Source: an optimization exercise on an open RTL-to-GDS flow (aim: small area, a short achievable clock period and few clock cycles). Production flows keep margins and buffers that such runs may drop. Where RTL was checked, it was by simulation tests only, not by an equivalence proof against the original. The RTL of runs 1 and 2 was laid out without a check of its function. Power is estimated from default activity; no workload was simulated.

==> design/flow/design.v <==
`timescale 1ns / 1ps
module ALU (a, b, sa, sub, sel_or, sel_and, sel_slt, sel_sll, y);
	input [31:0] a, b;
	input [4:0] sa;
	input sub, sel_or, sel_and, sel_slt, sel_sll;
	output reg [31:0] y;
	wire [31:0] sum = a + (sub ? ~b : b) + {31'd0, sub};
	wire lt = (a[31] ^ b[31]) ? a[31] : sum[31];
	always @(*) begin
		if (sel_or) y = a | b;
		else if (sel_and) y = a & b;
		else if (sel_slt) y = {31'd0, lt};
		else if (sel_sll) y = a << sa;
		else y = sum;
	end
endmodule
`timescale 1ns / 1ps
module RegFile (clk, we, wa, wd, ra1, ra2, rd1, rd2);
	input clk, we;
	input [4:0] wa, ra1, ra2;
	input [31:0] wd;
	output reg [31:0] rd1, rd2;
	reg [31:0] register [1:31];
	integer i;
	always @(*) begin
		rd1 = 32'd0;
		rd2 = 32'd0;
		for (i = 1; i < 32; i = i + 1) begin
			rd1 = rd1 | (register[i] & {32{ra1 == i}});
			rd2 = rd2 | (register[i] & {32{ra2 == i}});
		end
	end
	always @(posedge clk)
		if (we && wa != 5'd0)
			register[wa] <= wd;
endmodule
`timescale 1ns / 1ps
module CPU(clk, reset, initPC,
			  imem_addr, imem_rdata,
			  dmem_addr, dmem_wdata, dmem_we, dmem_rdata,
			  halted);
	input clk, reset;
	input [31:0] initPC;
	output [31:0] imem_addr;
	input  [31:0] imem_rdata;
	output [31:0] dmem_addr;
	output [31:0] dmem_wdata;
	output dmem_we;
	input  [31:0] dmem_rdata;
	output reg halted;
	localparam [5:0] op_add  = 6'b000000, op_sub  = 6'b000001, op_addi = 6'b000010,
	                 op_or   = 6'b010000, op_and  = 6'b010001, op_ori  = 6'b010010,
	                 op_sll  = 6'b011000, op_move = 6'b100000, op_slt  = 6'b100111,
	                 op_sw   = 6'b110000, op_lw   = 6'b110001, op_beq  = 6'b110100,
	                 op_j    = 6'b111000, op_jr   = 6'b111001, op_jal  = 6'b111010,
	                 op_halt = 6'b111111;
	reg [31:0] PC;
	assign imem_addr = PC;
	reg [31:0] e_a, e_b;
	reg [15:0] e_imm;
	reg [4:0]  e_rd;
	reg e_we, e_lw, e_sw, e_beq, e_jr;
	reg e_useimm, e_sub, e_or, e_and, e_slt, e_sll;
	wire [31:0] srcb = e_useimm ? {16'd0, e_imm} : e_b;
	wire [31:0] alu_y;
	ALU alu(.a(e_a), .b(srcb), .sa(e_imm[10:6]), .sub(e_sub), .sel_or(e_or),
	        .sel_and(e_and), .sel_slt(e_slt), .sel_sll(e_sll), .y(alu_y));
	wire [31:0] wb = e_lw ? dmem_rdata : alu_y;
	wire [16:0] addr_lo = {1'b0, e_a[15:0]} + {1'b0, e_imm};
	wire [15:0] addr_hi1 = e_a[31:16] + 16'd1;
	assign dmem_addr  = {addr_lo[16] ? addr_hi1 : e_a[31:16], addr_lo[15:0]};
	assign dmem_wdata = e_b;
	assign dmem_we    = e_sw & ~reset;
	wire taken = e_beq & (e_a == e_b);
	wire redirect = taken | e_jr;
	wire [31:0] btarget = PC + {{14{e_imm[15]}}, e_imm, 2'b00};
	wire [31:0] ins = imem_rdata;
	wire [5:0] op = ins[31:26];
	wire [4:0] rs = ins[25:21], rt = ins[20:16], rd = ins[15:11];
	wire d_add  = op == op_add,  d_sub  = op == op_sub,  d_addi = op == op_addi;
	wire d_or   = op == op_or,   d_and  = op == op_and,  d_ori  = op == op_ori;
	wire d_sll  = op == op_sll,  d_move = op == op_move, d_slt  = op == op_slt;
	wire d_sw   = op == op_sw,   d_lw   = op == op_lw,   d_beq  = op == op_beq;
	wire d_j    = op == op_j,    d_jr   = op == op_jr,   d_jal  = op == op_jal;
	wire d_halt = op == op_halt;
	wire wr_rd = d_add | d_sub | d_or | d_and | d_sll | d_move | d_slt;
	wire wr_rt = d_addi | d_ori | d_lw;
	wire [4:0] dest = d_jal ? 5'd31 : (wr_rt ? rt : rd);
	wire [31:0] rf_a, rf_b;
	RegFile RF(.clk(clk), .we(e_we), .wa(e_rd), .wd(wb),
	           .ra1(rs), .ra2(rt), .rd1(rf_a), .rd2(rf_b));
	wire [31:0] pc4 = PC + 32'd4;
	wire fwd_a = e_we & (e_rd == rs);
	wire fwd_b = e_we & (e_rd == rt);
	wire [31:0] a_val = d_jal ? pc4 : (fwd_a ? wb : rf_a);
	wire [31:0] b_val = fwd_b ? wb : rf_b;
	wire kill = reset | redirect;
	always @(posedge clk) begin
		e_a <= a_val;
		e_b <= b_val;
		e_imm <= d_jal ? 16'd0 : ins[15:0];
		e_rd <= dest;
		e_useimm <= d_addi | d_ori | d_sw | d_lw | d_jal;
		e_sub <= d_sub | d_slt;
		e_or  <= d_or | d_ori;
		e_and <= d_and;
		e_slt <= d_slt;
		e_sll <= d_sll;
		if (kill) begin
			e_we <= 1'b0; e_lw <= 1'b0; e_sw <= 1'b0;
			e_beq <= 1'b0; e_jr <= 1'b0;
		end else begin
			e_we <= (wr_rd | wr_rt | d_jal) & (dest != 5'd0);
			e_lw <= d_lw; e_sw <= d_sw;
			e_beq <= d_beq; e_jr <= d_jr;
		end
	end
	always @(posedge clk) begin
		if (reset) PC <= initPC;
		else if (redirect) PC <= e_jr ? e_a : btarget;
		else if (d_halt) PC <= PC;
		else if (d_j | d_jal) PC <= {PC[31:28], ins[25:0], 2'b00};
		else PC <= pc4;
	end
	always @(posedge clk) begin
		if (reset) halted <= 1'b0;
		else if (d_halt & ~redirect) halted <= 1'b1;
	end
endmodule
==> design/flow/run.sh <==
#!/bin/bash
# synth_recipe.tcl (not shown) runs the flow's synth.tcl, then flattens the netlist and writes it again
# the make line also repeats each setting of config.mk as NAME=value (left out here)
make -C /OpenROAD-flow-scripts/flow DESIGN_CONFIG=/design/flow/config.mk WORK_HOME=/design/flow/orfs CLKGATE_MAP_FILE= SYNTH_SCRIPT=/design/flow/synth_recipe.tcl finish
==> design/flow/config.mk <==
export PLATFORM = sky130hd
export DESIGN_NAME = CPU
export DESIGN_NICKNAME = CPU
export VERILOG_FILES = /design/flow/design.v
export SDC_FILE = /design/flow/constraint.sdc
export NUM_CORES = 4
export LEC_CHECK = 0
export CAP_MARGIN = 20
export CORE_MARGIN = 2
export CORE_UTILIZATION = 45
export CTS_BUF_LIST = sky130_fd_sc_hd__clkbuf_4 sky130_fd_sc_hd__clkbuf_8
export SETUP_SLACK_MARGIN = 5
export SLEW_MARGIN = 20
==> design/flow/constraint.sdc <==
create_clock -name core_clock -period 10.0 [get_ports {clk}]
set_input_delay 2.0000 -clock core_clock [delete_from_list [all_inputs] [get_ports {clk}]]
set_output_delay 2.0000 -clock core_clock [all_outputs]
set_load 0.01 [all_outputs]
==> results of run 1 <==
==> metal layers <==
layer	up-vias	wire (um)	track usage, %
met4	22	28700	32.9
met1	24553	93400	52.6
met2	5635	117000	63.6
met3	1803	48400	19.2
met5	-	264	0.679
li1	19303	-	-
==> synthesized netlist by cell type, drive strengths merged (56+ instances only) <==
| cell | instances |
|---|---|
| nand2 | 399 |
| a222oi | 68 |
| xnor2 | 72 |
| o21ai | 132 |
| a221oi | 163 |
| edfxtp | 1024 |
| a22oi | 602 |
| nand4 | 99 |
| nor3 | 86 |
| mux2i | 56 |
| xor2 | 82 |
| nand3 | 106 |
| nor2 | 249 |
| a21oi | 144 |
| ha | 79 |
| a22o | 151 |
| clkbuf | 294 |
| dfxtp | 97 |
==> cell families after synthesis <==
family,after synthesis
xor+xnor,154
fa+ha+maj,82
flops,1121
buf+inv,386
mux,114
simple gates,1229
compound gates,1541
==> flip-flops by register name (all words and copies together) (netlist names) <==
signal,flops
e_imm,16
e_lw,1
e_or,1
e_sll,1
halted,1
e_sw,1
e_a,32
e_and,1
RF.register,992
e_b,32
e_beq,1
e_jr,1
e_useimm,1
e_sub,1
PC,32
e_slt,1
e_rd,5
e_we,1
==> critical path, delay by kind of cell, from the launching register on <==
family	cells	cell delay [ns]
AO/OA/AOI/OAI	5	0.85
XOR/XNOR	1	0.24
adder cells (fa/ha/maj)	2	0.52
buffers and inverters	4	0.52
flip-flops	1	0.44
AND/OR/NAND/NOR	2	0.30
==> per-stage QoR <==
step / std cells / hold WS [ns]
after CTS: 6655 / 0.558
after global placement: 6303 / 0.528
after global routing: 6671 / 0.572
final: 6686 / 0.563
after detailed placement: 6303 / 0.543
after floorplan: 4627 / 0.505
==> final cells by class <==
class                   count  area share [%]
diodes                     16          0.0616
clock buffers             231            4.47
clock inverters            96            1.29
inverters                  46           0.271
multi-input cells        3120            34.8
flip-flops and latches   1121            50.4
well taps                1637            3.15
repair buffers            419            5.58
==> what timing repair did <==
action                                  4_1_cts  5_1_grt
pin swaps                                    21       24
gates resized for setup                     174       38
endpoints found under the setup margin      192      165
cloned                                        2        0
buffers inserted                             23       14
==> how the worst max path moves through the flow <==
stage | startpoint | cells after the start | to | slack (ns)
finish | e_a[0]$_DFF_P_ | 14 | dmem_addr[28] | 4.22
global placement | imem_rdata[21] | 11 | e_a[28]$_DFF_P_ | 4.09
floorplan | e_useimm$_DFF_P_ | 14 | e_a[19]$_DFF_P_ | 5.04
detailed placement | imem_rdata[21] | 11 | e_a[28]$_DFF_P_ | 4.08
global route | e_a[0]$_DFF_P_ | 14 | dmem_addr[26] | 4.14
CTS | e_a[0]$_DFF_P_ | 15 | dmem_addr[23] | 4.22
==> power groups by stage <==
stage          logic, mW  registers, mW  clock network (mW)
6_report            3.02           6.06                4.22
5_1_grt             3.11           6.05                4.42
4_1_cts             2.84           6.04                4.21
3_5_place_dp        2.80           6.14                   0
3_3_place_gp        2.78           6.14                   0
2_1_floorplan       1.49           6.08                   0
==> cell usage in the layout, fill, tap and decap left out, types with 52 or more instances in the layout <==
cell	Yosys	routed
a21oi_1	144	132
a221oi_1	162	160
a222oi_1	68	68
a22o_1	151	151
a22oi_1	602	602
and3_1	53	53
buf_4	4	211
clkbuf_8	0	187
clkdlybuf4s50_1	0	164
dfxtp_1	97	78
edfxtp_1	1024	1024
ha_1	79	74
mux2i_1	55	55
nand2_1	399	397
nand3_1	106	103
nand4_1	99	99
nor2_1	249	153
nor2_4	0	96
nor3_1	85	79
nor4_1	53	52
o21ai_0	130	120
xnor2_1	72	67
xor2_1	82	81
==> run_results.csv, run 1 <==
group,metric,value,unit
run_status,outcome,"timing/DRC/antenna clean",
critical_path,path_class,"flip-flop to output port",
min_path,worstHoldStart,"halted$_SDFFE_PP0P_",
synth,ys.flop_type,"edfxtp_1",
timing,fin_skew,0.0452,ns
power,p_int,9.03,mW
place,hpwlAfterDp,165,mm
timing,worst_slack,4.22,ns
power,pwr-share-seq,45.6,%
global_routing,antenna_found_initial,18,
die,fp.dieArea,0.126,mm^2
drt,drt_iter0_drc,9647,
synth,synth_largest_area_cell,"edfxtp_1",
synth,netlist_area,0.0556,mm^2
place,placed_cell_area,0.0606,mm^2
synth,synthTopCellsByArea,"edfxtp_1, a22oi_1, dfxtp_1, nand2_1, a221oi_1",
drt,via_per_inst,7.68,
clocking,clk_pin_slew,0.06,ns
synth,muxShareOfSynthArea,2.84,%
power,power_density,205,mW/mm^2
synth,synth-xor-area-share,2.42,%
synth,synth_top_area_share,55.3,%
critical_path,reg2reg_slack,5.01,ns
global_routing,gr-usage-all-layers,44.3,%
cells_and_area,area.growth.synth_to_final,16.8,%
drt,wl_per_cell,43.1,um
synth,seq_area_frac_synth,58.8,%
power,p_total,13.3,mW
synth,synth_edf_count,1024,
timing,finalHoldViolations,0,
synth,synthAdderAreaFrac,1.88,%
clocking,clock_sinks,1121,
synth,syn_area_per_cell,12.0,um^2
timing,tightest_slew,1.24,ns
clocking,numCtsBuffers,177,
critical_path,cp_data_arrival_time,3.78,ns
power,pwr-share-comb,22.7,%
synth,async_reset_ff_share,0,%
cells_and_area,finalNetCount,5065,
drt,ant_nets,0,
die,rows,129,
timing,slew_viol_final,0,
synth,synth_compound_area_share,20.7,%
drt,firstDrtPassIters,12,
critical_path,cp_slowest_stage_delay,0.44,ns
critical_path,crit_path_top_delay_cell,"dfxtp_4",
place,port_buffers,195,
cells_and_area,final_util,52.8,%
run,drv_cap,0,
critical_path,cp_max_fo,5,
synth,ys_ff_latch,1121,
cells_and_area,final_area,0.0650,mm^2
clocking,cts_tree,"done",
critical_path,worst_ep_required_time,8.00,ns
synth,syn_nets,4807,
die,pin_count,196,
critical_path,critPathMostFrequentCell,"buf_4",
critical_path,reg2reg_depth,12,
timing,slew_headroom,16.6,%
die,initial_utilization,45.2,%
drt,drt-total-wl,288,mm
place,routabilityCongestion,0.977,
min_path,whs_path_depth,2,
clocking,cts_buffer_depth,3,
synth,yosys_warnings,3,
global_routing,grt_start_max_net_pins,70,
synth,synth_top_family_by_area,"compound AO/OA/AOI/OAI gates",
timing,tns,0,ns
timing,fmax,173,MHz
clocking,htree_num_levels,4,
power,p_leak,22.5,nW
synth,synthDistinctLibCells,87,
timing,timing.final.crit_share,57.8,%
global_routing,gr-total-overflow,0,
min_path,min_to,"halted$_SDFFE_PP0P_",
place,place_ws,4.08,ns
timing,finalSetupViolCount,0,
global_routing,grt_pass1_wl,386,mm
global_routing,grt_pass1_vias,47318,
die,fp.dieW,356,um
cells_and_area,layout.area.seq,0.0327,mm^2
power,ir_worst_vdd,0.154,mV
die,die_h,356,um
critical_path,r2r_start,"e_useimm$_DFF_P_",
synth,syn_inst,4627,
clocking,cts-root-buf,"clkbuf_8",
cells_and_area,drive_above_1_share,16.2,%
synth,synthSimpleGateAreaFrac,10.7,%
critical_path,r2r-end,"e_b[11]$_DFF_P_",
clocking,cts_hold_buf,0,
min_path,hp-class,"flip-flop to flip-flop",
critical_path,cp-end-kind,"output port",
power,p_sw,4.26,mW
drt,vias,51316,
critical_path,startpoint_type,"flip-flop",
cells_and_area,multi_input_area,0.0226,mm^2
drt,drc,0,
timing,finalCriticalPeriod,5.78,ns
timing,rsz0062_at_grt,"yes",
clocking,clk_latency,0.91,ns
die,coreArea,0.123,mm^2
power,clock_power_share,31.7,%
critical_path,crit_chain,"ha_4, inv_2, fa_2, nor2b_4, o31a_1, o22ai_2, o211ai_1, o311a_1, o31ai_1, buf_4, buf_4, nor3b_2, xor2_1, buf_2",
power,netSwitchingFraction,32.0,%
cells_and_area,fillers,10516,
==> run 2: changes to the inputs <==
--- a/design/flow/config.mk
+++ b/design/flow/config.mk
@@ -10,3 +10,2 @@
 export CORE_UTILIZATION = 45
-export CTS_BUF_LIST = sky130_fd_sc_hd__clkbuf_4 sky130_fd_sc_hd__clkbuf_8
 export SETUP_SLACK_MARGIN = 5
==> run_results.csv, run 2 <==
group,metric,value,unit
drt,wl_per_cell,43.6,um
clocking,clk_pin_slew,0.07,ns
cells_and_area,finalNetCount,5027,
cells_and_area,final_util,53.3,%
power,power_density,209,mW/mm^2
timing,worst_slack,4.39,ns
global_routing,gr-total-overflow,0,
critical_path,critPathLaunch,"e_a[0]$_DFF_P_",
timing,finalHoldViolations,0,
global_routing,antenna_found_initial,17,
place,routabilityCongestion,0.977,
critical_path,crit_cells,14,
synth,synthTopCellsByArea,"edfxtp_1, a22oi_1, dfxtp_1, nand2_1, a221oi_1",
synth,synth_edf_count,1024,
drt,via_per_inst,7.77,
synth,synth_top_area_share,55.3,%
die,pin_count,196,
timing,timing.final.crit_share,56.1,%
drt,drt-total-wl,287,mm
synth,synthDistinctLibCells,87,
timing,finalCriticalPeriod,5.61,ns
clocking,numCtsBuffers,112,
die,initial_utilization,45.2,%
clocking,clk_latency,0.74,ns
timing,tightest_slew,1.21,ns
synth,syn_nets,4807,
critical_path,cp_slowest_stage_delay,0.44,ns
die,die_h,356,um
global_routing,grt_start_max_net_pins,70,
drt,drc,0,
critical_path,crit_chain,"ha_4, inv_2, fa_2, nor2b_4, o31a_1, o22ai_2, o211ai_1, o311a_1, o31ai_2, buf_4, buf_4, nor3b_2, xor2_1, buf_2",
clocking,cts-root-buf,"clkbuf_16",
clocking,cts_tree,"done",
synth,async_reset_ff_share,0,%
critical_path,crit_family,"compound AO/OA/AOI/OAI gates",
critical_path,critPathMostFrequentCell,"buf_4",
critical_path,critPathCapture,"dmem_addr[26]",
critical_path,cp_data_arrival_time,3.61,ns
synth,syn_area_per_cell,12.0,um^2
die,rows,129,
timing,fmax,178,MHz
drt,ant_nets,0,
timing,finalSetupViolCount,0,
run_status,outcome,"timing/DRC/antenna clean",
place,port_buffers,195,
timing,rsz0062_at_grt,"yes",
cells_and_area,drive_above_1_share,15.1,%
critical_path,worst_ep_required_time,8.00,ns
critical_path,crit_path_top_delay_cell,"dfxtp_4",
synth,yosys_warnings,3,
min_path,whs_path_depth,2,
cells_and_area,top_register,"RF.register",
place,place_ws,4.08,ns
synth,netlist_area,0.0556,mm^2
synth,syn_inst,4627,
power,p_total,13.7,mW
critical_path,cp_num_buf_inv,4,
drt,firstDrtPassIters,14,
timing,fin_skew,0.0355,ns
synth,seq_area_frac_synth,58.8,%
global_routing,grt_pass1_vias,46801,
cells_and_area,final_cell_mix,"edfxtp_1, a22oi_1, nand2_1",
timing,slew_viol_final,0,
synth,ys_ff_latch,1121,
cells_and_area,largest_reg_flops,992,
min_path,hp-class,"flip-flop to flip-flop",
die,fp.dieArea,0.126,mm^2
synth,yosysMostFrequentCell,"edfxtp_1",
clocking,cts_buffer_depth,3,
critical_path,r2r-end,"e_a[26]$_DFF_P_",
clocking,clock_sinks,1121,
clocking,htree_num_levels,3,
synth,synthTopCellsByCount,"edfxtp_1, a22oi_1, nand2_1, clkbuf_1, nor2_1",
critical_path,reg2reg_slack,5.08,ns
critical_path,reg2reg_depth,14,
synth,ys.flop_type,"edfxtp_1",
global_routing,grt_pass1_wl,383,mm
place,hpwlAfterDp,165,mm
synth,synth_largest_area_cell,"edfxtp_1",
run,drv_cap,0,
cells_and_area,area.growth.synth_to_final,18.0,%
timing,slew_headroom,18.8,%
critical_path,startpoint_type,"flip-flop",
cells_and_area,final_common_cell,"edfxtp_1",
power,ir_worst_vdd,0.167,mV
drt,vias,51247,
timing,tns,0,ns
die,fp.dieW,356,um
critical_path,path_class,"flip-flop to output port",
critical_path,cp-end-kind,"output port",
global_routing,gr-usage-all-layers,43.9,%
die,coreArea,0.123,mm^2
critical_path,cp_max_fo,5,
drt,drt_iter0_drc,9849,
critical_path,r2r_start,"e_useimm$_DFF_P_",
power,p_leak,22.7,nW
## run 2: cell count changes in the layout (fill, tap and decap cells not counted), moves of 6 or more
| cell | change |
|---|---|
| buf_4 | +16 |
| buf_6 | +6 |
| bufinv_16 | +7 |
| clkbuf_1 | +16 |
| clkbuf_16 | +118 |
| clkbuf_4 | -44 |
| clkbuf_8 | -180 |
| clkinv_1 | -30 |
## run 2: worst min path at each step
stage	slack (ns)	start	to
finish	0.55	halted$_SDFFE_PP0P_	halted$_SDFFE_PP0P_
global placement	0.53	halted$_SDFFE_PP0P_	halted$_SDFFE_PP0P_
floorplan	0.50	halted$_SDFFE_PP0P_	halted$_SDFFE_PP0P_
global route	0.57	halted$_SDFFE_PP0P_	halted$_SDFFE_PP0P_
detailed placement	0.54	halted$_SDFFE_PP0P_	halted$_SDFFE_PP0P_
CTS	0.56	halted$_SDFFE_PP0P_	halted$_SDFFE_PP0P_
## run 2: cell families after synthesis
kind of cell,count (synthesis),share of synthesized area (%)
AO/OA/AOI/OAI,1541,20.7
AND/OR/NAND/NOR,1229,10.7
flip-flops,1121,58.8
buffers and inverters,386,2.66
XOR/XNOR,154,2.42
multiplexers,114,2.84
adder cells (fa/ha/maj),82,1.88
## run 2: what timing repair did
item                                   4_1_cts  5_1_grt
setup endpoints to repair                  193      179
setup buffers                               24       40
hold buffers                                 0        0
gates resized for setup                    161       60
pin swaps                                   23       32
endpoints found under the hold margin        0        0
gates cloned                                 2        1
## run 2: where the power goes
group	leakage, nW	internal, mW	total, mW	switching (mW)
clock network	1.97	2.73	4.65	1.92
registers	10.1	5.87	6.05	0.186
logic	10.6	0.930	3.04	2.11
total	22.7	9.53	13.7	4.22
## run 2: routing by layer
layer | routed length (um) | GRT usage (%) | vias up
met4 | 29200 | 31.6 | 18
met2 | 117000 | 63.7 | 5609
met5 | 193 | 0.679 | -
li1 | - | - | 19196
met3 | 47500 | 18.1 | 1835
met1 | 93300 | 52.6 | 24589
## run 2: worst min-delay path, stage by stage, from the launching register on
cell and delay (ns):
dfxtp_1 0.39, a31oi_1 0.06, nor2_1 0.07
## run 2: layout make-up
type	instances	area [um^2]
Tap cell	1637	2050
Inverter	46	176
Timing Repair Buffer	445	3910
Sequential cell	1121	32700
Clock inverter	70	931
Fill cell	10343	57500
Clock buffer	141	3110
Antenna cell	12	30.0
Multi-Input combinational cell	3121	22700
## run 2: through the flow
stage | hold slack (ns) | cell area (um^2) | cells
detailed placement | 0.543 | 60600 | 6303
global route | 0.572 | 65600 | 6582
finish | 0.553 | 65700 | 6593
floorplan | 0.505 | 55600 | 4627
CTS | 0.557 | 65000 | 6540
global placement | 0.528 | 60500 | 6303
==> run 3: changes to the inputs <==
--- a/design/flow/design.v
+++ b/design/flow/design.v
@@ -21,13 +21,6 @@
 	input [31:0] wd;
-	output reg [31:0] rd1, rd2;
+	output [31:0] rd1, rd2;
 	reg [31:0] register [1:31];
-	integer i;
-	always @(*) begin
-		rd1 = 32'd0;
-		rd2 = 32'd0;
-		for (i = 1; i < 32; i = i + 1) begin
-			rd1 = rd1 | (register[i] & {32{ra1 == i}});
-			rd2 = rd2 | (register[i] & {32{ra2 == i}});
-		end
-	end
+	assign rd1 = (ra1 == 5'd0) ? 32'd0 : register[ra1];
+	assign rd2 = (ra2 == 5'd0) ? 32'd0 : register[ra2];
 	always @(posedge clk)
@@ -61,3 +54,3 @@
 	reg [4:0]  e_rd;
-	reg e_we, e_lw, e_sw, e_beq, e_jr;
+	reg e_we, e_lw, e_sw, e_beq, e_jr, e_halt;
 	reg e_useimm, e_sub, e_or, e_and, e_slt, e_sll;
@@ -68,5 +61,3 @@
 	wire [31:0] wb = e_lw ? dmem_rdata : alu_y;
-	wire [16:0] addr_lo = {1'b0, e_a[15:0]} + {1'b0, e_imm};
-	wire [15:0] addr_hi1 = e_a[31:16] + 16'd1;
-	assign dmem_addr  = {addr_lo[16] ? addr_hi1 : e_a[31:16], addr_lo[15:0]};
+	assign dmem_addr  = e_a + {16'd0, e_imm};
 	assign dmem_wdata = e_b;
@@ -110,3 +101,3 @@
 			e_we <= 1'b0; e_lw <= 1'b0; e_sw <= 1'b0;
-			e_beq <= 1'b0; e_jr <= 1'b0;
+			e_beq <= 1'b0; e_jr <= 1'b0; e_halt <= 1'b0;
 		end else begin
@@ -114,3 +105,3 @@
 			e_lw <= d_lw; e_sw <= d_sw;
-			e_beq <= d_beq; e_jr <= d_jr;
+			e_beq <= d_beq; e_jr <= d_jr; e_halt <= d_halt;
 		end
@@ -126,3 +117,3 @@
 		if (reset) halted <= 1'b0;
-		else if (d_halt & ~redirect) halted <= 1'b1;
+		else if (e_halt) halted <= 1'b1;
 	end
--- a/design/flow/config.mk
+++ b/design/flow/config.mk
@@ -9,4 +9,3 @@
 export CORE_MARGIN = 2
-export CORE_UTILIZATION = 45
-export SETUP_SLACK_MARGIN = 5
+export CORE_UTILIZATION = 40
 export SLEW_MARGIN = 20
==> run_results.csv, run 3 <==
group,metric,value,unit
timing,fin_skew,0.0605,ns
timing,timing.final.crit_share,66.7,%
clocking,clock_sinks,1122,
run,drv_cap,0,
timing,tightest_slew,1.19,ns
power,p_int,9.44,mW
power,netSwitchingFraction,31.0,%
die,fp.dieW,392,um
power,pwr-share-seq,44.3,%
clocking,postCtsSetupBuffers,0,
cells_and_area,fillers,12983,
synth,ys.flop_type,"edfxtp_1",
drt,ant_nets,0,
clocking,clk_latency,0.78,ns
timing,finalSetupViolCount,0,
critical_path,path_class,"flip-flop to output port",
cells_and_area,final_cells,6260,
drt,drt-total-wl,221,mm
power,p_total,13.7,mW
critical_path,cp_data_arrival_time,4.67,ns
critical_path,cp_max_fo,10,
timing,tns,0,ns
power,ir_worst_vdd,0.134,mV
cells_and_area,final_cell_mix,"edfxtp_1, mux4_2, nor2_1",
die,fp.dieArea,0.154,mm^2
drt,drc,0,
timing,finalHoldWorstSlack,0.463,ns
synth,async_reset_ff_share,0,%
critical_path,startpoint_type,"flip-flop",
drt,firstDrtPassIters,6,
critical_path,worst_ep_required_time,8.00,ns
power,p_sw,4.23,mW
min_path,min_to,"halted$_SDFFE_PP0P_",
cells_and_area,area.growth.synth_to_final,14.2,%
cells_and_area,final_area,0.0688,mm^2
synth,syn_inst,3988,
global_routing,gr-usage-all-layers,28.7,%
global_routing,grt_pass1_wl,308,mm
drt,vias,40741,
synth,synthDistinctLibCells,86,
cells_and_area,final_common_cell,"edfxtp_1",
clocking,cts_tree,"done",
cells_and_area,top_register,"RF.register",
cells_and_area,finalNetCount,4325,
clocking,numCtsBuffers,115,
synth,synth_top_area_share,51.0,%
drt,drt_iter0_drc,4891,
timing,finalHoldViolations,0,
critical_path,cp_slowest_stage_delay,0.62,ns
clocking,cts_resized,0,
critical_path,r2r-end,"RF.register[21][30]$_DFFE_PP_",
synth,synth_largest_area_cell,"edfxtp_1",
synth,yosys_warnings,3,
critical_path,cp-end-kind,"output port",
synth,ys_ff_latch,1122,
timing,slew_viol_final,0,
synth,synth_edf_count,1024,
power,pwr-share-comb,23.3,%
critical_path,reg2reg_depth,14,
synth,synthTopCellsByCount,"edfxtp_1, mux4_2, nor2_1, a21oi_1, mux2i_1",
synth,syn_area_per_cell,15.1,um^2
timing,fmax,150,MHz
timing,worst_slack,3.33,ns
drt,wl_per_cell,35.4,um
critical_path,reg2reg_slack,4.31,ns
critical_path,crit_chain,"ha_1, inv_1, fa_1, nor2b_1, o21ai_0, a21boi_0, o21a_1, o211ai_1, a31oi_1, a21oi_1, nor4_1, xor2_1, clkdlybuf4s50_1",
cells_and_area,largest_reg_flops,992,
place,hpwlAfterDp,142,mm
place,dpl.cell_count,6038,
synth,netlist_area,0.0603,mm^2
timing,finalCriticalPeriod,6.67,ns
timing,slew_headroom,19.9,%
critical_path,r2r_start,"e_useimm$_DFF_P_",
power,power_density,199,mW/mm^2
min_path,hp-class,"flip-flop to flip-flop",
die,initial_utilization,40.2,%
synth,seq_area_frac_synth,54.3,%
place,placed_cell_area,0.0649,mm^2
timing,rsz0062_at_grt,"no",
die,coreArea,0.150,mm^2
critical_path,critPathLaunch,"e_a[0]$_DFF_P_",
cells_and_area,final_util,45.9,%
critical_path,crit_family,"compound AO/OA/AOI/OAI gates",
clocking,cts-root-buf,"clkbuf_16",
clocking,cts_hold_buf,0,
cells_and_area,drive_above_1_share,24.2,%
place,port_buffers,195,
global_routing,grt_pass1_vias,39840,
global_routing,gr-total-overflow,0,
die,pin_count,196,
die,rows,142,
clocking,htree_num_levels,3,
place,routabilityCongestion,1.02,
synth,synthTopCellsByArea,"edfxtp_1, mux4_2, mux2i_1, dfxtp_1, a21oi_1",
critical_path,crit_path_top_delay_cell,"dfxtp_1",
clocking,clk_pin_slew,0.06,ns
synth,yosysMostFrequentCell,"edfxtp_1",
global_routing,antenna_found_initial,12,
min_path,worstHoldStart,"e_halt$_SDFF_PP0_",
synth,syn_nets,4174,
min_path,whs_path_depth,2,
die,die_h,392,um
critical_path,cp_num_buf_inv,2,
run_status,outcome,"timing/DRC/antenna clean",
drt,via_per_inst,6.51,
clocking,cts_buffer_depth,3,
power,p_leak,22.9,nW
power,clock_power_share,32.3,%
place,place_ws,4.14,ns
global_routing,grt_start_max_net_pins,143,
-- run 3: how the worst max path moves through the flow --
stage                                               end  slack (ns)  cells after the start
after floorplan           RF.register[10][31]$_DFFE_PP_        4.91                     14
after global placement                  e_a[30]$_DFF_P_        4.18                      9
after detailed placement                e_a[30]$_DFF_P_        4.14                      9
after CTS                                 dmem_addr[21]        3.32                     11
after global routing                      dmem_addr[29]        2.91                     11
final                                     dmem_addr[30]        3.33                     13
-- run 3: per-layer routing --
metal	routed length (um)	GRT usage (%)	share of wire, %
met5	73	0	0.033
met4	11700	13.5	5.3
met3	22100	6.08	10
met2	104000	45.9	47
met1	83100	37.3	38
-- run 3: kinds of logic after synthesis --
family / synth area share (%)
buffers and inverters: 2.43
AND/OR/NAND/NOR: 5.73
multiplexers: 26.0
XOR/XNOR: 2.46
flip-flops: 54.3
AO/OA/AOI/OAI: 7.26
adder cells (fa/ha/maj): 1.86
-- run 3: layout make-up --
type | instances | area (um^2) | share of cell area (%)
multi-input cells | 2501 | 26400 | 38.4
repair buffers | 328 | 3020 | 4.39
clock buffers | 132 | 2980 | 4.34
clock inverters | 88 | 877 | 1.27
diodes | 2 | 5.00 | 0.00727
well taps | 2016 | 2520 | 3.67
inverters | 71 | 267 | 0.387
flip-flops and latches | 1122 | 32700 | 47.5
-- run 3: worst register-to-register path, stage by stage, from the launching register on --
cell and delay [ns]:
dfxtp_1 0.31, buf_4 0.40, mux2_2 0.43, xor2_1 0.19, inv_1 0.08, fa_1 0.40, nand3b_1 0.22, a211oi_1 0.40
o211ai_1 0.25, o21ba_2 0.30, o21a_1 0.23, a21oi_1 0.13, o211ai_1 0.21, a21boi_0 0.97, inv_1 0.71
-- run 3: power by group through the flow --
stage          Sequential [mW]  Combinational, mW  Clock, mW
2_1_floorplan             6.09               1.73          0
3_3_place_gp              6.15               3.12          0
3_5_place_dp              6.15               3.12          0
4_1_cts                   6.05               3.13       4.47
5_1_grt                   6.06               3.38       4.65
6_report                  6.06               3.19       4.42
Testbench counts of run 3, summed over its fixed seeds: cycles 18,835.
==> run 4: changes to the inputs <==
--- a/design/flow/design.v
+++ b/design/flow/design.v
@@ -17,13 +17,9 @@
 `timescale 1ns / 1ps
-module RegFile (clk, we, wa, wd, ra1, ra2, rd1, rd2);
-	input clk, we;
-	input [4:0] wa, ra1, ra2;
-	input [31:0] wd;
-	output [31:0] rd1, rd2;
-	reg [31:0] register [1:31];
-	assign rd1 = (ra1 == 5'd0) ? 32'd0 : register[ra1];
-	assign rd2 = (ra2 == 5'd0) ? 32'd0 : register[ra2];
-	always @(posedge clk)
-		if (we && wa != 5'd0)
-			register[wa] <= wd;
+module AddrGen (a, imm, y);
+	input [31:0] a;
+	input [15:0] imm;
+	output [31:0] y;
+	wire [16:0] lo = {1'b0, a[15:0]} + {1'b0, imm};
+	wire [15:0] hi1 = a[31:16] + 16'd1;
+	assign y = {lo[16] ? hi1 : a[31:16], lo[15:0]};
 endmodule
@@ -54,10 +50,9 @@
 	reg [4:0]  e_rd;
-	reg e_we, e_lw, e_sw, e_beq, e_jr, e_halt;
-	reg e_useimm, e_sub, e_or, e_and, e_slt, e_sll;
-	wire [31:0] srcb = e_useimm ? {16'd0, e_imm} : e_b;
+	reg e_we, e_lw, e_sw, e_beq, e_jr;
+	reg e_sub, e_or, e_and, e_slt, e_sll;
 	wire [31:0] alu_y;
-	ALU alu(.a(e_a), .b(srcb), .sa(e_imm[10:6]), .sub(e_sub), .sel_or(e_or),
+	ALU alu(.a(e_a), .b(e_b), .sa(e_imm[10:6]), .sub(e_sub), .sel_or(e_or),
 	        .sel_and(e_and), .sel_slt(e_slt), .sel_sll(e_sll), .y(alu_y));
 	wire [31:0] wb = e_lw ? dmem_rdata : alu_y;
-	assign dmem_addr  = e_a + {16'd0, e_imm};
+	AddrGen ag(.a(e_a), .imm(e_imm), .y(dmem_addr));
 	assign dmem_wdata = e_b;
@@ -79,5 +74,16 @@
 	wire [4:0] dest = d_jal ? 5'd31 : (wr_rt ? rt : rd);
-	wire [31:0] rf_a, rf_b;
-	RegFile RF(.clk(clk), .we(e_we), .wa(e_rd), .wd(wb),
-	           .ra1(rs), .ra2(rt), .rd1(rf_a), .rd2(rf_b));
+	reg [31:0] register [1:31];
+	reg [31:0] rf_a, rf_b;
+	integer i;
+	always @(*) begin
+		rf_a = 32'd0;
+		rf_b = 32'd0;
+		for (i = 1; i < 32; i = i + 1) begin
+			rf_a = rf_a | (register[i] & {32{rs == i}});
+			rf_b = rf_b | (register[i] & {32{rt == i}});
+		end
+	end
+	always @(posedge clk)
+		if (e_we && e_rd != 5'd0)
+			register[e_rd] <= wb;
 	wire [31:0] pc4 = PC + 32'd4;
@@ -86,3 +92,4 @@
 	wire [31:0] a_val = d_jal ? pc4 : (fwd_a ? wb : rf_a);
-	wire [31:0] b_val = fwd_b ? wb : rf_b;
+	wire alu_imm = d_addi | d_ori | d_jal;
+	wire [31:0] b_val = alu_imm ? {16'd0, d_jal ? 16'd0 : ins[15:0]} : (fwd_b ? wb : rf_b);
 	wire kill = reset | redirect;
@@ -93,3 +100,2 @@
 		e_rd <= dest;
-		e_useimm <= d_addi | d_ori | d_sw | d_lw | d_jal;
 		e_sub <= d_sub | d_slt;
@@ -101,3 +107,3 @@
 			e_we <= 1'b0; e_lw <= 1'b0; e_sw <= 1'b0;
-			e_beq <= 1'b0; e_jr <= 1'b0; e_halt <= 1'b0;
+			e_beq <= 1'b0; e_jr <= 1'b0;
 		end else begin
@@ -105,3 +111,3 @@
 			e_lw <= d_lw; e_sw <= d_sw;
-			e_beq <= d_beq; e_jr <= d_jr; e_halt <= d_halt;
+			e_beq <= d_beq; e_jr <= d_jr;
 		end
@@ -117,3 +123,3 @@
 		if (reset) halted <= 1'b0;
-		else if (e_halt) halted <= 1'b1;
+		else if (d_halt & ~redirect) halted <= 1'b1;
 	end
--- a/design/flow/config.mk
+++ b/design/flow/config.mk
@@ -10,2 +10,4 @@
 export CORE_UTILIZATION = 40
+export SETUP_SLACK_MARGIN = 5
 export SLEW_MARGIN = 20
+export SYNTH_HIERARCHICAL = 1
==> run_results.csv, run 4 <==
group,metric,value,unit
clocking,clk_pin_slew,0.07,ns
critical_path,cp-end-kind,"output port",
drt,wl_per_cell,42.7,um
critical_path,startpoint_type,"flip-flop",
timing,timing.final.crit_share,52.0,%
clocking,clk_latency,0.78,ns
clocking,htree_num_levels,3,
synth,synthDistinctLibCells,103,
cells_and_area,final_util,47.2,%
synth,yosys_warnings,8,
power,p_leak,23.3,nW
clocking,numCtsBuffers,112,
drt,via_per_inst,7.44,
cells_and_area,top_register,"register",
place,placed_cell_area,0.0608,mm^2
cells_and_area,finalNetCount,5214,
place,hpwlAfterDp,166,mm
critical_path,worst_ep_required_time,8.00,ns
synth,syn_area_per_cell,11.6,um^2
die,initial_utilization,40.2,%
run_status,outcome,"timing/DRC/antenna clean",
global_routing,gr-total-overflow,0,
power,ir_worst_vdd,0.151,mV
timing,finalCriticalPeriod,5.20,ns
place,port_buffers,195,
global_routing,grt_pass1_vias,47338,
timing,rsz0062_at_grt,"yes",
global_routing,antenna_found_initial,24,
cells_and_area,area.growth.synth_to_final,17.4,%
cells_and_area,drive_above_1_share,13.5,%
critical_path,cp_data_arrival_time,3.20,ns
synth,synth_largest_area_cell,"edfxtp_1",
cells_and_area,largest_reg_flops,992,
min_path,hp-class,"flip-flop to flip-flop",
critical_path,crit_path_top_delay_cell,"dfxtp_1",
power,power_density,208,mW/mm^2
cells_and_area,final_common_cell,"edfxtp_1",
clocking,cts-root-buf,"clkbuf_16",
critical_path,cp_num_buf_inv,6,
timing,tns,0,ns
clocking,cts_tree,"done",
critical_path,critPathMostFrequentCell,"buf_6",
timing,finalHoldViolations,0,
synth,ys_ff_latch,1120,
die,fp.dieW,378,um
synth,yosysMostFrequentCell,"edfxtp_1",
critical_path,path_class,"flip-flop to output port",
clocking,clock_sinks,1120,
timing,slew_headroom,6.39,%
global_routing,grt_pass1_wl,395,mm
die,die_h,378,um
timing,tightest_slew,1.39,ns
cells_and_area,fillers,12498,
drt,drt-total-wl,300,mm
synth,syn_nets,5014,
drt,firstDrtPassIters,11,
synth,syn_inst,4827,
critical_path,crit_family,"buffers and inverters",
clocking,cts_hold_buf,0,
die,pin_count,196,
global_routing,gr-usage-all-layers,40.4,%
place,routabilityCongestion,0.973,
synth,netlist_area,0.0560,mm^2
timing,finalSetupViolCount,0,
synth,seq_area_frac_synth,58.3,%
synth,synth_top_area_share,54.9,%
timing,fin_skew,0.0426,ns
cells_and_area,final_area,0.0658,mm^2
drt,ant_nets,0,
critical_path,cp_max_fo,8,
critical_path,crit_chain,"buf_6, ha_4, o211ai_4, a21oi_4, nand4bb_4, buf_4, buf_6, buf_6, buf_6, a211oi_4, xnor2_2, buf_2",
synth,synthTopCellsByArea,"edfxtp_1, a22oi_1, nand2_1, dfxtp_1, xor2_1",
clocking,cts_buffer_depth,3,
synth,async_reset_ff_share,0,%
critical_path,cp_slowest_stage_delay,0.34,ns
synth,ys.flop_type,"edfxtp_1",
synth,synth_edf_count,1024,
run,drv_cap,0,
die,fp.dieArea,0.143,mm^2
drt,drc,0,
synth,synthTopCellsByCount,"edfxtp_1, a22oi_1, nand2_1, clkbuf_1, nor2_1",
die,rows,137,
die,coreArea,0.139,mm^2
drt,vias,52167,
global_routing,grt_start_max_net_pins,80,
timing,slew_viol_final,0,
drt,drt_iter0_drc,12539,
cells_and_area,final_cell_mix,"edfxtp_1, a22oi_1, nand2_1",
timing,fmax,192,MHz
[run 4: cell types whose count changed in the layout (fill, tap and decap cells not counted), moves of 59 or more]
cell and delta:
a22oi_1 +849, mux4_2 -571, nand2_1 +375, mux2i_1 -148, nand3_1 +96, and3_1 +66, buf_4 +66, a222oi_1 +59
nor4_1 +59
[run 4: logic make-up after synthesis]
family                   Yosys count  share of synthesized area [%]
AO/OA/AOI/OAI                   1563                           20.3
XOR/XNOR                         171                           2.67
adder cells (fa/ha/maj)           89                           2.03
buffers and inverters            399                           2.80
flip-flops                      1120                           58.3
multiplexers                     102                           2.25
AND/OR/NAND/NOR                 1383                           11.7
[run 4: path summary, 6_finish.rpt]
check / start / endpoint / slack, ns / cells after the start
worst min-delay path: halted$_SDFFE_PP0P_ / halted$_SDFFE_PP0P_ / 0.47 / 2
worst min register to register: halted$_SDFFE_PP0P_ / halted$_SDFFE_PP0P_ / 0.47 / 2
worst max-delay path: e_a[6]$_DFF_P_ / dmem_addr[30] / 4.80 / 12
worst max register to register: e_b[5]$_DFF_P_ / e_a[30]$_DFF_P_ / 5.06 / 15
[run 4: area by class of cell]
class / instances / area, um^2 / share of cell area, %
multi-input combinational: 3310 / 22900 / 34.9
sequential: 1120 / 32700 / 49.7
clock buffer: 145 / 3050 / 4.64
clock inverter: 68 / 702 / 1.07
antenna: 14 / 35.0 / 0.0532
tap: 1876 / 2350 / 3.57
timing repair inverter: 5 / 32.5 / 0.0494
timing repair buffer: 415 / 3720 / 5.65
inverter: 63 / 256 / 0.390
[run 4: routing by layer]
layer / global-route usage [%] / vias to the layer above / part of all wire (%)
met2: 56.0 / 5919 / 40
met1: 48.6 / 24927 / 33
met4: 30.2 / 42 / 9.7
li1: - / 19556 / -
met5: 0 / - / 0.14
met3: 19.1 / 1723 / 18
[run 4: stage by stage]
step	hold WS, ns	cells	power, mW	worst slack (ns)
final	0.470	7016	13.7	4.80
after global placement	0.460	6729	9.02	3.84
after global routing	0.501	7003	13.9	4.77
after CTS	0.479	6975	13.4	4.81
after detailed placement	0.465	6729	9.04	3.93
after floorplan	0.489	4827	7.69	5.35
[run 4: worst reg2reg max path, cell delays in order (launching register included)]
cell and delay (ns):
dfxtp_1 0.78, xor2_1 0.20, ha_1 0.35, a21oi_1 0.21, o2bb2ai_1 0.08, a21o_1 0.21
a31o_2 0.31, o311ai_1 0.37, a21oi_1 0.23, or3_1 0.35, a21oi_1 0.14, o21ai_1 0.15
mux2i_4 0.48, clkinvlp_4 0.48, o221ai_1 0.36, o21ai_0 0.12
[run 4: repair_timing]
action / in CTS / in global routing
setup buffers: 29 / 22
pin swaps: 20 / 16
resized for setup: 142 / 70
endpoints found under the setup margin: 98 / 149
gates cloned: 4 / 5
[run 4: Yosys stat by module (local to each module, per instance)]
module | flip-flops and latches | cell area, um^2
ALU | 0 | 4580
AddrGen | 0 | 1240
CPU | 1120 | 50200
[run 4: power by group]
group | leakage (nW) | switching (mW) | internal (mW)
Sequential | 10.1 | 0.201 | 5.97
Combinational | 11.4 | 2.28 | 0.883
Clock | 1.82 | 1.94 | 2.45
Total | 23.3 | 4.42 | 9.30
Testbench counts of run 4, summed over its fixed seeds: cycles 18,739.
==> run 5: changes to the inputs <==
--- a/design/flow/config.mk
+++ b/design/flow/config.mk
@@ -10,2 +10,4 @@
 export CORE_UTILIZATION = 40
+export CTS_CLUSTER_DIAMETER = 100
+export CTS_CLUSTER_SIZE = 20
 export SETUP_SLACK_MARGIN = 5
==> run_results.csv, run 5 <==
group,metric,value,unit
synth,async_reset_ff_share,0,%
critical_path,critPathCapture,"e_a[24]$_DFF_P_",
timing,tns,0,ns
cells_and_area,drive_above_1_share,11.7,%
drt,via_per_inst,7.44,
drt,drt_iter0_drc,12272,
critical_path,crit_cells,10,
drt,drc,0,
power,p_total,12.3,mW
global_routing,grt_pass1_wl,394,mm
synth,syn_area_per_cell,11.6,um^2
timing,finalSetupViolCount,0,
die,fp.dieW,378,um
global_routing,grt_pass1_vias,47038,
die,die_h,378,um
die,rows,137,
synth,ys.flop_type,"edfxtp_1",
cells_and_area,final_util,45.9,%
drt,wl_per_cell,43.1,um
cells_and_area,top_register,"register",
run_status,outcome,"timing/DRC/antenna clean",
place,routabilityCongestion,0.973,
synth,synthDistinctLibCells,103,
synth,yosys_warnings,8,
timing,tightest_slew,1.28,ns
timing,worst_slack,4.86,ns
clocking,numCtsBuffers,68,
drt,firstDrtPassIters,14,
synth,synthTopCellsByArea,"edfxtp_1, a22oi_1, nand2_1, dfxtp_1, xor2_1",
critical_path,r2r_start,"e_b[6]$_DFF_P_",
timing,fmax,195,MHz
critical_path,reg2reg_depth,13,
synth,synthAdderAreaFrac,2.03,%
cells_and_area,area.growth.synth_to_final,14.1,%
power,p_leak,22.4,nW
clocking,cts_tree,"done",
place,port_buffers,195,
clocking,cts_hold_buf,0,
timing,slew_viol_final,0,
die,coreArea,0.139,mm^2
place,placed_cell_area,0.0608,mm^2
critical_path,reg2reg_slack,5.04,ns
cells_and_area,fillers,12677,
critical_path,worst_ep_required_time,10.61,ns
global_routing,antenna_found_initial,20,
timing,rsz0062_at_grt,"yes",
critical_path,crit_family,"simple AND/OR/NAND/NOR gates",
power,ir_worst_vdd,0.130,mV
min_path,hp-class,"flip-flop to flip-flop",
synth,synth_compound_area_share,20.3,%
critical_path,r2r-end,"register[25][25]$_DFFE_PP_",
cells_and_area,largest_reg_flops,992,
timing,finalCriticalPeriod,5.14,ns
timing,slew_headroom,14.8,%
critical_path,cp_max_fo,22,
die,initial_utilization,40.2,%
synth,synthTopCellsByCount,"edfxtp_1, a22oi_1, nand2_1, clkbuf_1, nor2_1",
place,hpwlAfterDp,166,mm
timing,fin_skew,0.0444,ns
synth,synth_top_area_share,54.9,%
synth,netlist_area,0.0560,mm^2
clocking,clk_pin_slew,0.09,ns
cells_and_area,final_area,0.0639,mm^2
timing,timing.final.crit_share,51.4,%
synth,syn_inst,4827,
clocking,cts-root-buf,"clkbuf_16",
clocking,cts_buffer_depth,3,
clocking,htree_num_levels,3,
synth,synthSimpleGateAreaFrac,11.7,%
die,fp.dieArea,0.143,mm^2
timing,finalHoldViolations,0,
critical_path,crit_chain,"clkdlybuf4s50_1, nand3b_1, nor2_4, buf_4, a22oi_1, nand2_1, nor2_1, nand4_1, o211ai_1, o21ai_0",
synth,synth_top_family_by_area,"compound AO/OA/AOI/OAI gates",
critical_path,path_class,"input port to flip-flop",
critical_path,critPathLaunch,"imem_rdata[22]",
cells_and_area,final_cell_mix,"edfxtp_1, a22oi_1, nand2_1",
drt,ant_nets,0,
critical_path,crit_path_top_delay_cell,"clkdlybuf4s50_1",
power,power_density,193,mW/mm^2
critical_path,cp_slowest_stage_delay,0.74,ns
run,drv_cap,0,
critical_path,startpoint_type,"input port",
cells_and_area,finalNetCount,5159,
synth,yosysMostFrequentCell,"edfxtp_1",
place,place_ws,3.93,ns
clocking,clock_sinks,1120,
synth,seq_area_frac_synth,58.3,%
critical_path,cp_num_buf_inv,2,
clocking,clk_latency,0.70,ns
synth,ys_ff_latch,1120,
synth,synth-xor-area-share,2.67,%
drt,vias,51476,
die,pin_count,196,
global_routing,gr-usage-all-layers,40.4,%
synth,muxShareOfSynthArea,2.25,%
drt,drt-total-wl,298,mm
synth,synth_edf_count,1024,
critical_path,cp-end-kind,"flip-flop",
synth,synth_largest_area_cell,"edfxtp_1",
global_routing,gr-total-overflow,0,
global_routing,grt_start_max_net_pins,80,
synth,syn_nets,5014,
cells_and_area,final_common_cell,"edfxtp_1",
critical_path,cp_data_arrival_time,5.75,ns
run 5: cell types whose count changed in the layout (fill, tap and decap cells not counted), moves of 3 or more:
| cell | delta |
|---|---|
| clkinv_4 | -5 |
| clkinv_1 | -15 |
| clkbuf_1 | +18 |
| diode_2 | +3 |
| buf_6 | -4 |
| clkinv_2 | -21 |
| clkbuf_16 | -45 |
| clkbuf_8 | -5 |
| buf_4 | -5 |
| buf_2 | -7 |
| bufinv_16 | -11 |
| clkinvlp_4 | -9 |
| clkbuf_2 | +7 |
run 5: per-layer routing:
layer | wire length [um] | vias up | global-route usage (%)
met5 | 391 | - | 1.51
li1 | - | 19390 | -
met4 | 28700 | 26 | 29.8
met3 | 53300 | 1631 | 18.8
met1 | 97800 | 24635 | 48.5
met2 | 118000 | 5794 | 56.0
run 5: layout make-up:
type	instances	area [um^2]	area share, %
flip-flops and latches	1120	32700	51.2
multi-input cells	3309	22900	35.8
inverters	63	256	0.401
repair buffers	405	3610	5.64
diodes	17	42.5	0.0665
well taps	1876	2350	3.67
clock buffers	114	1950	3.05
repair inverters	5	32.5	0.0509
clock inverters	9	120	0.188
run 5: where the power goes:
part	total, mW	internal (mW)	switching (mW)
Sequential	6.16	5.96	0.203
Combinational	3.12	0.864	2.25
Clock	3.04	1.36	1.67
run 5: cell families after synthesis:
logic type | count (synthesis)
adder cells (fa/ha/maj) | 89
buffers and inverters | 399
multiplexers | 102
flip-flops | 1120
XOR/XNOR | 171
AO/OA/AOI/OAI | 1563
AND/OR/NAND/NOR | 1383
run 5: what timing repair did:
action / in CTS / in global routing
cloned: 4 / 3
setup endpoints to repair: 124 / 138
pin swaps: 17 / 15
buffers inserted: 33 / 9
resized for setup: 122 / 68
run 5: per-stage QoR:
stage / cells / hold slack, ns
CTS: 6889 / 0.481
global placement: 6729 / 0.460
detailed placement: 6729 / 0.465
global route: 6907 / 0.503
floorplan: 4827 / 0.489
finish: 6918 / 0.471
run 5: worst reg2reg max path, cell delays in order, from the launching register on:
cell,delay [ns]
dfxtp_1,0.70
xor2_1,0.17
ha_1,0.38
a211oi_1,0.27
nor2_1,0.11
a2111oi_4,0.52
o31ai_4,0.17
a211oi_4,0.33
a31oi_2,0.20
xnor2_1,0.22
mux2i_1,0.15
a221o_1,0.38
mux2i_1,0.36
inv_1,0.54
run 5: modules after synthesis (local to each module, per instance):
module	copies in the design	cell area, um^2	flip-flops and latches
ALU	1	4580	0
AddrGen	1	1240	0
CPU	1	50200	1120
run 5: worst min-delay path by stage:
stage                                   start                   to  slack [ns]  cells after the start
after floorplan           halted$_SDFFE_PP0P_  halted$_SDFFE_PP0P_        0.49                      2
after global placement    halted$_SDFFE_PP0P_  halted$_SDFFE_PP0P_        0.46                      2
after detailed placement  halted$_SDFFE_PP0P_  halted$_SDFFE_PP0P_        0.46                      2
after CTS                 halted$_SDFFE_PP0P_  halted$_SDFFE_PP0P_        0.48                      2
after global routing      halted$_SDFFE_PP0P_  halted$_SDFFE_PP0P_        0.50                      2
final                     halted$_SDFFE_PP0P_  halted$_SDFFE_PP0P_        0.47                      2
==> run 6: changes to the inputs <==
==> design/flow/flow/run.sh (new file) <==
#!/bin/bash
# Own layout flow: the standard flow (standard.sh, every step, its
# synthesis unchanged) with two changes to how the layout is optimised:
#  - the port buffers that global placement inserts are sky130_fd_sc_hd__buf_1
#    rather than the delay buffer buffer_ports picks by default (every input
#    and output port still gets its own buffer, which repair may resize);
#  - repair_timing aims for 5.3 ns of setup slack at the design's 10 ns clock.
# make's full output goes to standard_flow.log in this folder; ORFS's own
# per-step logs stay under orfs/logs.
set -euo pipefail
export BUFFER_PORTS_ARGS="-buffer_cell sky130_fd_sc_hd__buf_1"
export SETUP_SLACK_MARGIN=5.3
bash standard.sh > standard_flow.log 2>&1
==> design/flow/standard.sh (new file) <==
#!/bin/bash
# synth_recipe.tcl (not shown) runs the flow's synth.tcl, then flattens the netlist and writes it again
# the make line also repeats each setting of config.mk as NAME=value (left out here)
make -C /OpenROAD-flow-scripts/flow DESIGN_CONFIG=/design/flow/config.mk WORK_HOME=/design/flow/orfs CLKGATE_MAP_FILE= SYNTH_SCRIPT=/design/flow/synth_recipe.tcl "${@:-finish}"
--- a/design/flow/config.mk
+++ b/design/flow/config.mk
@@ -10,5 +10,4 @@
 export CORE_UTILIZATION = 40
-export CTS_CLUSTER_DIAMETER = 100
-export CTS_CLUSTER_SIZE = 20
-export SETUP_SLACK_MARGIN = 5
+export CTS_CLUSTER_DIAMETER = 80
+export CTS_CLUSTER_SIZE = 16
 export SLEW_MARGIN = 20
removed: design/flow/run.sh
==> run_results.csv, run 6 <==
group,metric,value,unit
run_status,outcome,"timing/DRC/antenna clean",
cells_and_area,top_register,"register",
clocking,clk_latency,0.73,ns
critical_path,cp_num_buf_inv,3,
drt,vias,52104,
clocking,cts-root-buf,"clkbuf_16",
critical_path,cp_max_fo,29,
power,power_density,199,mW/mm^2
synth,syn_inst,4827,
timing,slew_headroom,13.1,%
drt,drc,0,
power,p_leak,22.4,nW
clocking,clk_pin_slew,0.07,ns
timing,worst_slack,5.03,ns
power,pwr-share-comb,25.2,%
cells_and_area,final_cell_mix,"edfxtp_1, a22oi_1, nand2_1",
clocking,htree_num_levels,3,
cells_and_area,drive_above_1_share,13.1,%
cells_and_area,fillers,12626,
critical_path,path_class,"input port to flip-flop",
drt,wl_per_cell,42.4,um
timing,finalHoldWorstSlack,0.472,ns
timing,slew_viol_final,0,
power,pwr-share-seq,48.2,%
timing,fmax,201,MHz
die,die_h,378,um
synth,yosys_warnings,8,
synth,syn_area_per_cell,11.6,um^2
place,place_ws,4.00,ns
die,coreArea,0.139,mm^2
synth,synthDistinctLibCells,103,
global_routing,gr-total-overflow,0,
synth,netlist_area,0.0560,mm^2
clocking,numCtsBuffers,82,
die,fp.dieW,378,um
timing,finalHoldViolations,0,
die,initial_utilization,40.2,%
timing,finalCriticalPeriod,4.97,ns
place,port_buffers,195,
global_routing,grt_pass1_vias,47689,
synth,ys_ff_latch,1120,
timing,tns,0,ns
drt,ant_nets,0,
timing,rsz0062_at_grt,"yes",
drt,firstDrtPassIters,15,
cells_and_area,final_cells,6969,
drt,drt_iter0_drc,13123,
global_routing,gr-usage-all-layers,39.7,%
place,routabilityCongestion,1.00,
synth,synth_edf_count,1024,
min_path,hp-class,"flip-flop to flip-flop",
die,pin_count,196,
power,netSwitchingFraction,33.6,%
cells_and_area,finalNetCount,5210,
die,fp.dieArea,0.143,mm^2
synth,synthTopCellsByArea,"edfxtp_1, a22oi_1, nand2_1, dfxtp_1, xor2_1",
power,p_sw,4.27,mW
synth,seq_area_frac_synth,58.3,%
clocking,cts_buffer_depth,3,
global_routing,antenna_found_initial,22,
synth,ys.flop_type,"edfxtp_1",
clocking,cts_tree,"done",
cells_and_area,area.growth.synth_to_final,14.1,%
place,dpl.cell_count,6732,
synth,yosysMostFrequentCell,"edfxtp_1",
global_routing,grt_pass1_wl,392,mm
clocking,cts_hold_buf,0,
clocking,clock_sinks,1120,
critical_path,cp_data_arrival_time,5.47,ns
synth,synth_top_area_share,54.9,%
critical_path,crit_family,"compound AO/OA/AOI/OAI gates",
power,ir_worst_vdd,0.130,mV
power,p_total,12.7,mW
timing,timing.final.crit_share,49.7,%
global_routing,grt_start_max_net_pins,80,
timing,fin_skew,0.0341,ns
cells_and_area,final_common_cell,"edfxtp_1",
power,p_int,8.45,mW
power,clock_power_share,26.6,%
synth,syn_nets,5014,
critical_path,startpoint_type,"input port",
synth,synthTopCellsByCount,"edfxtp_1, a22oi_1, nand2_1, clkbuf_1, nor2_1",
drt,drt-total-wl,295,mm
die,rows,137,
critical_path,cp_slowest_stage_delay,0.97,ns
critical_path,cp-end-kind,"flip-flop",
synth,async_reset_ff_share,0,%
critical_path,crit_chain,"buf_1, buf_4, xnor2_2, nand3_4, buf_6, o211ai_1, a21oi_2",
drt,via_per_inst,7.48,
critical_path,crit_path_top_delay_cell,"o211ai_1",
timing,tightest_slew,1.30,ns
place,hpwlAfterDp,168,mm
critical_path,worst_ep_required_time,10.50,ns
timing,finalSetupViolCount,0,
run,drv_cap,0,
synth,synth_largest_area_cell,"edfxtp_1",
cells_and_area,largest_reg_flops,992,
-- run 6: path summary, 6_finish.rpt --
path / startpoint / end / slack, ns / cells past startpoint
worst max-delay path: imem_rdata[16] / e_b[15]$_DFF_P_ / 5.03 / 7
worst min-delay path: halted$_SDFFE_PP0P_ / halted$_SDFFE_PP0P_ / 0.47 / 2
worst max register to register: e_sub$_DFF_P_ / e_b[15]$_DFF_P_ / 5.17 / 15
worst min register to register: halted$_SDFFE_PP0P_ / halted$_SDFFE_PP0P_ / 0.47 / 2
-- run 6: power groups by stage --
stage / Combinational, mW / Sequential, mW / Clock, mW
after CTS: 2.85 / 6.13 / 3.36
after global routing: 3.28 / 6.13 / 3.51
after detailed placement: 2.69 / 6.23 / 0
after global placement: 2.67 / 6.23 / 0
final: 3.20 / 6.13 / 3.39
after floorplan: 1.52 / 6.16 / 0
-- run 6: per-layer routing --
layer | vias to the layer above | GRT usage [%] | part of all wire, %
met5 | - | 1.34 | 0.12
met4 | 20 | 28.2 | 9.9
met3 | 1808 | 20.2 | 19
met2 | 6114 | 54.6 | 39
met1 | 24674 | 47.6 | 33
li1 | 19488 | - | -
-- run 6: timing repair --
action / CTS / global route
buffers inserted: 21 / 49
pin swaps: 22 / 33
gates cloned: 10 / 3
gates resized for setup: 153 / 76
endpoints found under the setup margin: 438 / 227
-- run 6: layout make-up --
class                           count  area (um^2)  share of cell area, %
Antenna cell                       14         35.0                 0.0548
Clock buffer                      129         2300                   3.60
Clock inverter                     11          194                  0.303
Inverter                           63          264                  0.413
Multi-Input combinational cell   3312        23100                   36.2
Sequential cell                  1120        32700                   51.2
Tap cell                         1876         2350                   3.67
Timing Repair Buffer              438         2890                   4.52
Timing Repair inverter              6         42.5                 0.0665
-- run 6: kinds of logic after synthesis --
logic type      after synthesis  synth area share (%)
mux                         102                  2.25
flops                      1120                  58.3
buf+inv                     399                  2.80
compound gates             1563                  20.3
xor+xnor                    171                  2.67
fa+ha+maj                    89                  2.03
simple gates               1383                  11.7
-- run 6: Yosys stat by module (local to each module, per instance) --
module   cells  cell area (um^2)
CPU       3999             50200
AddrGen    164              1240
ALU        664              4580
-- run 6: through the flow --
stage          area (um^2)  utilization (%)
2_1_floorplan        56000                -
3_3_place_gp         59600             42.8
3_5_place_dp         59600             42.8
4_1_cts              63200             45.3
5_1_grt              63900             45.8
6_report             63900             45.9
-- run 6: worst min-delay path, cell delays in order (launching register included) --
cell and delay (ns):
dfxtp_1 0.31, inv_1 0.04, o21ai_0 0.06
==> run 7: changes to the inputs <==
--- a/design/flow/config.mk
+++ b/design/flow/config.mk
@@ -10,4 +10,5 @@
 export CORE_UTILIZATION = 40
-export CTS_CLUSTER_DIAMETER = 80
-export CTS_CLUSTER_SIZE = 16
+export CTS_BUF_LIST = sky130_fd_sc_hd__clkbuf_8
+export CTS_CLUSTER_DIAMETER = 70
+export CTS_CLUSTER_SIZE = 12
 export SLEW_MARGIN = 20
==> run_results.csv, run 7 <==
group,metric,value,unit
drt,drt_iter0_drc,13293,
die,fp.dieW,378,um
timing,slew_headroom,8.04,%
timing,finalHoldViolations,0,
power,p_leak,22.4,nW
global_routing,gr-total-overflow,0,
cells_and_area,largest_reg_flops,992,
timing,tns,0,ns
global_routing,antenna_found_initial,29,
clocking,htree_num_levels,3,
synth,synthTopCellsByCount,"edfxtp_1, a22oi_1, nand2_1, clkbuf_1, nor2_1",
timing,slew_viol_final,0,
synth,ys.flop_type,"edfxtp_1",
clocking,clock_sinks,1120,
drt,drc,0,
place,routabilityCongestion,1.00,
timing,finalSetupViolCount,0,
synth,seq_area_frac_synth,58.3,%
cells_and_area,final_cell_mix,"edfxtp_1, a22oi_1, nand2_1",
clocking,clk_latency,0.94,ns
cells_and_area,area.growth.synth_to_final,12.9,%
global_routing,grt_pass1_wl,393,mm
global_routing,grt_pass1_vias,47715,
synth,synthTopCellsByArea,"edfxtp_1, a22oi_1, nand2_1, dfxtp_1, xor2_1",
critical_path,cp_data_arrival_time,3.14,ns
drt,drt-total-wl,296,mm
die,fp.dieArea,0.143,mm^2
synth,async_reset_ff_share,0,%
timing,finalHoldWorstSlack,0.473,ns
synth,ys_ff_latch,1120,
die,die_h,378,um
die,coreArea,0.139,mm^2
synth,netlist_area,0.0560,mm^2
place,dpl.cell_count,6732,
clocking,cts_hold_buf,0,
critical_path,path_class,"flip-flop to output port",
place,hpwlAfterDp,168,mm
synth,syn_inst,4827,
drt,vias,52440,
drt,via_per_inst,7.48,
critical_path,worst_ep_required_time,8.00,ns
power,power_density,192,mW/mm^2
timing,timing.final.crit_share,51.4,%
synth,yosys_warnings,8,
run,drv_cap,0,
power,p_total,12.1,mW
timing,rsz0062_at_grt,"yes",
run_status,outcome,"timing/DRC/antenna clean",
synth,synth_edf_count,1024,
global_routing,gr-usage-all-layers,39.9,%
clocking,clk_pin_slew,0.09,ns
place,place_ws,4.00,ns
synth,yosysMostFrequentCell,"edfxtp_1",
cells_and_area,finalNetCount,5225,
timing,fin_skew,0.0780,ns
power,ir_worst_vdd,0.101,mV
timing,worst_slack,4.86,ns
critical_path,cp_max_fo,8,
clocking,numCtsBuffers,111,
die,rows,137,
die,pin_count,196,
clocking,cts-root-buf,"clkbuf_8",
synth,synth_top_area_share,54.9,%
drt,firstDrtPassIters,14,
synth,syn_nets,5014,
timing,tightest_slew,1.37,ns
place,port_buffers,195,
synth,synthDistinctLibCells,103,
min_path,hp-class,"flip-flop to flip-flop",
clocking,cts_tree,"done",
drt,ant_nets,0,
critical_path,cp-end-kind,"output port",
cells_and_area,top_register,"register",
global_routing,grt_start_max_net_pins,80,
cells_and_area,final_common_cell,"edfxtp_1",
cells_and_area,final_cells,7015,
synth,syn_area_per_cell,11.6,um^2
clocking,cts_buffer_depth,3,
synth,synth_largest_area_cell,"edfxtp_1",
timing,finalCriticalPeriod,5.14,ns
drt,wl_per_cell,42.3,um
die,initial_utilization,40.2,%
timing,fmax,195,MHz
cells_and_area,drive_above_1_share,13.3,%
critical_path,startpoint_type,"flip-flop",
[run 7: routing by layer]
layer  up-vias  wire length [um]  global-route usage [%]
li1      19528                 -                       -
met3      1872             55900                    21.6
met1     24819             96800                    47.4
met2      6193            114000                    54.2
met4        28             29200                    28.9
met5         -               274                   0.240
[run 7: final timing paths]
check | from | to | slack, ns | cells past startpoint
worst max register to register | e_sub$_DFF_P_ | e_b[15]$_DFF_P_ | 5.35 | 14
worst max-delay path | e_a[0]$_DFF_P_ | dmem_addr[29] | 4.86 | 10
worst min register to register | halted$_SDFFE_PP0P_ | halted$_SDFFE_PP0P_ | 0.47 | 2
worst min-delay path | halted$_SDFFE_PP0P_ | halted$_SDFFE_PP0P_ | 0.47 | 2
[run 7: area by class of cell]
cell class | instances | area, um^2
inverter | 63 | 268
timing repair inverter | 7 | 50.0
multi-input combinational | 3311 | 23100
fill | 12730 | 76100
sequential | 1120 | 32700
antenna | 17 | 42.5
timing repair buffer | 424 | 2790
clock inverter | 84 | 417
tap | 1876 | 2350
clock buffer | 113 | 1560
[run 7: where the power goes]
group	internal [mW]	switching [mW]
registers	5.95	0.180
logic	0.857	2.33
clock network	1.07	1.75
[run 7: kinds of logic after synthesis]
| group | count (synthesis) | share of synthesized area, % |
|---|---|---|
| adders and majority gates | 89 | 2.03 |
| muxes | 102 | 2.25 |
| AOI/OAI and AO/OA | 1563 | 20.3 |
| buffers and inverters | 399 | 2.80 |
| and+or+nand+nor | 1383 | 11.7 |
| xor gates and xnor gates | 171 | 2.67 |
| DFF | 1120 | 58.3 |
[run 7: critical path: stages (launching register included)]
cell and delay (ns):
dfxtp_2 0.34, buf_6 0.13, ha_4 0.16, fa_2 0.42
a211oi_4 0.27, o21ai_4 0.12, nand4bb_4 0.25, buf_4 0.16
a21oi_2 0.05, xor2_2 0.17, buf_2 0.17
[run 7: per-module statistics from Yosys, one instance, submodules excluded]
| module | copies in the design | cells inside | area, um^2 |
|---|---|---|---|
| CPU | 1 | 3999 | 50200 |
| ALU | 1 | 664 | 4580 |
| AddrGen | 1 | 164 | 1240 |
[run 7: stage by stage]
| step | cell area (um^2) | util (%) |
|---|---|---|
| floorplan | 56000 | - |
| global route | 63200 | 45.4 |
| CTS | 62600 | 44.9 |
| global placement | 59600 | 42.8 |
| detailed placement | 59600 | 42.8 |
| finish | 63300 | 45.4 |
[run 7: timing repair]
| item | 4_1_cts | 5_1_grt |
|---|---|---|
| resized for setup | 145 | 64 |
| setup endpoints to repair | 432 | 209 |
| setup buffers | 25 | 30 |
| gates cloned | 8 | 5 |
| hold endpoints to repair | 0 | 0 |
| pin swaps | 21 | 24 |

separate check: timing with driven ports:
In the flow no input, the clock included, has a driving cell. The finished layouts below were timed again as built, in two steps. Step 1 assumes that a clkbuf_16 drives the clock port and a buf_2 every other input. Step 2 also shifts input and output timing later by t, the mid clock arrival at the registers, as if the neighbouring blocks saw the same clock. Slacks: ideal / step 1 / step 2; pairs: ideal / step 1.
run	t (ns)	setup slack, ns	clock arrival spread, ns
run 1	0.968	4.218 / 4.145 / 3.855	0.054 / 0.055
run 2	0.796	4.393 / 4.319 / 4.039	0.040 / 0.040
run 3	0.831	3.332 / 3.247 / 4.027	0.061 / 0.061
run 4	0.845	4.805 / 4.719 / 3.997	0.044 / 0.043
run 5	0.747	4.859 / 4.835 / 4.088	0.044 / 0.044
run 6	0.793	5.027 / 4.955 / 4.291	0.038 / 0.038
run 7	0.975	4.862 / 4.780 / 4.135	0.083 / 0.084
After both steps setup and hold are still met in every run listed. For run 4, which loses most, drivers alone change the setup slack by -0.086 ns; drivers and shift together by -0.808 ns.
